This design comes from an exercise in tuning for small area and a short achievable clock period on the open sky130 flow, not from production work. In this exercise RTL edits were held to simulation tests only and were not proved equivalent to the original.

v30:
## ALU_design
module ALU_design(OPA_1,OPB_1,CIN,CLK,RST,CMD,CE,MODE,INP_VALID,COUT,OFLOW,RES,G,E,L,ERR);
    parameter WIDTH_O = 32;
    parameter WIDTH_C = 4;
    parameter WIDTH_RES = 2 * WIDTH_O;
    input [WIDTH_O-1:0] OPA_1, OPB_1;
    input CLK, RST, CE, MODE, CIN;
    input [WIDTH_C-1:0] CMD;
    input [1:0]INP_VALID;
    output reg signed [WIDTH_RES-1:0] RES;
    output reg COUT;
    output reg OFLOW;
    output reg G;
    output reg E;
    output reg L;
    output reg ERR;
    reg [31:0] OPA, OPB;
    always @(posedge CLK or posedge RST) begin
        if (RST) begin
            OPA <= 0;
            OPB <= 0;
        end else begin
            OPA <= OPA_1;
            OPB <= OPB_1;
        end
    end
    wire sel9  = (CMD == 4'd9);
    wire sel10 = (CMD == 4'd10);
    wire ma31  = OPA[31] & ~sel10;
    reg  s10q, killq;
    always @(posedge CLK) begin
        s10q  <= sel10;
        killq <= sel9 & ((&OPA) | (&OPB));
    end
    wire [63:0] px, py;
  ...
For scale: about 4200 cells after synthesis.
Settings: LEC_CHECK=0, CAP_MARGIN=25, CORE_MARGIN=2, CORE_UTILIZATION=40, CTS_BUF_LIST=sky130_fd_sc_hd__clkbuf_4 sky130_fd_sc_hd__clkbuf_8, SETUP_SLACK_MARGIN=5, SLEW_MARGIN=20, SYNTH_HIERARCHICAL=1; clock period 10.5 ns.
standard.sh (not shown) runs the stock make flow with config.mk's settings and CLKGATE_MAP_FILE= SYNTH_SCRIPT=/design/flow/synth_recipe.tcl, a recipe that flattens the netlist after the stock synthesis.
==> flow/flow/run.sh <==
#!/bin/bash
set -euo pipefail
export BUFFER_PORTS_ARGS="-buffer_cell sky130_fd_sc_hd__buf_1"
bash standard.sh > standard_sh.log 2>&1
> inputs changed (v30 -> v28)
# v30
export LEC_CHECK = 0
export CAP_MARGIN = 25
export CORE_MARGIN = 2
export CORE_UTILIZATION = 40
export CTS_BUF_LIST = sky130_fd_sc_hd__clkbuf_4 sky130_fd_sc_hd__clkbuf_8
export SETUP_SLACK_MARGIN = 5
export SLEW_MARGIN = 20
export SYNTH_HIERARCHICAL = 1
create_clock -name core_clock -period 10.5 [get_ports {CLK}]
# v28
export LEC_CHECK = 0
export CAP_MARGIN = 20
export CORE_MARGIN = 2
export CORE_UTILIZATION = 55
export CTS_BUF_LIST = sky130_fd_sc_hd__clkbuf_4 sky130_fd_sc_hd__clkbuf_8
export GPL_TIMING_DRIVEN = 0
export PLACE_DENSITY = 0.68
export SETUP_SLACK_MARGIN = 5
export SLEW_MARGIN = 20
export SYNTH_HIERARCHICAL = 1
create_clock -name core_clock -period 10.5 [get_ports {CLK}]
Results
- Between v30 and v28, the count of hold-fix buffers inserted at cts figures differ only marginally.
- Compare v28 and v30 | global-route usage higher: v28
- Compared with v30, in v28 number of resized instances in the post-cts repair step rose by 199, achievable frequency down 3.8%.


== ember ==
ALU_design again, from the RTL that the note above started with.
export LEC_CHECK = 0
export CAP_MARGIN = 20
export CORE_MARGIN = 2
export CORE_UTILIZATION = 55
export CTS_BUF_LIST = sky130_fd_sc_hd__clkbuf_4 sky130_fd_sc_hd__clkbuf_8
export PLACE_DENSITY = 0.68
export SETUP_SLACK_MARGIN = 5
export SLEW_MARGIN = 20
export SYNTH_HIERARCHICAL = 1
create_clock -name core_clock -period 10.5 [get_ports {CLK}]
Scripts as last shown in full above: flow/flow/run.sh
ember finished every step from synthesis to the final layout, and the layout passed the timing, design-rule and antenna checks.
The following lists how sierra was set up differently from ember:
# ember
export LEC_CHECK = 0
export CAP_MARGIN = 20
export CORE_MARGIN = 2
export CORE_UTILIZATION = 55
export CTS_BUF_LIST = sky130_fd_sc_hd__clkbuf_4 sky130_fd_sc_hd__clkbuf_8
export PLACE_DENSITY = 0.68
export SETUP_SLACK_MARGIN = 5
export SLEW_MARGIN = 20
export SYNTH_HIERARCHICAL = 1
create_clock -name core_clock -period 10.5 [get_ports {CLK}]
# sierra
export LEC_CHECK = 0
export CAP_MARGIN = 20
export CORE_MARGIN = 2
export CORE_UTILIZATION = 55
export CTS_BUF_LIST = sky130_fd_sc_hd__clkbuf_4 sky130_fd_sc_hd__clkbuf_8
export PLACE_DENSITY = 0.68
export SLEW_MARGIN = 20
export SYNTH_HIERARCHICAL = 1
create_clock -name core_clock -period 10.5 [get_ports {CLK}]
==> flow/flow/run.sh <==
#!/bin/bash
set -euo pipefail
export BUFFER_PORTS_ARGS="-buffer_cell sky130_fd_sc_hd__buf_1"
export SETUP_SLACK_MARGIN=5.5
bash standard.sh > standard_sh.log 2>&1
==> notes.md <==
In sierra relative to ember, number of gates on the worst path with buffers counted had gone up by more than 10%.
| register-to-register path setup slack | sierra vs ember | better |
Global-route usage up 1.7 points in sierra wrt ember
Diff ember -> sierra: via count +4.9%; count of clock buffers in the final design +5.

static timing again, ports no longer ideal:
The flow's constraints put no driver on any port. The routed layouts listed below were extracted and timed again, unchanged, in two steps. Step 1 assumes that a clkbuf_16 drives the clock port and a buf_2 every other input. Step 2 times the ports against the registers' clock, not the clock port: input delays grow and output delays shrink by t, the midpoint of the rising clock arrivals with the driver on. a / b / c = ideal / step 1 / step 2; a / b = the first two.
run	t, ns	slack for setup (ns)	worst setup path at the end	latest minus earliest clock arrival (ns)	worst register clock-pin slew, ns
v30	0.783	5.034 / 4.924 / 4.141	input to register	0.066 / 0.066	0.08 / 0.08
v28	0.760	4.820 / 4.816 / 4.056	input to register	0.060 / 0.060	0.07 / 0.07
ember	0.738	5.048 / 4.953 / 4.215	input to register	0.048 / 0.047	0.07 / 0.07
sierra	0.752	5.119 / 5.093 / 4.341	input to register	0.060 / 0.060	0.07 / 0.07
After both steps every run listed still meets setup and hold. For v30, which loses most, drivers alone change the setup slack by -0.110 ns; drivers and shift together by -0.893 ns.
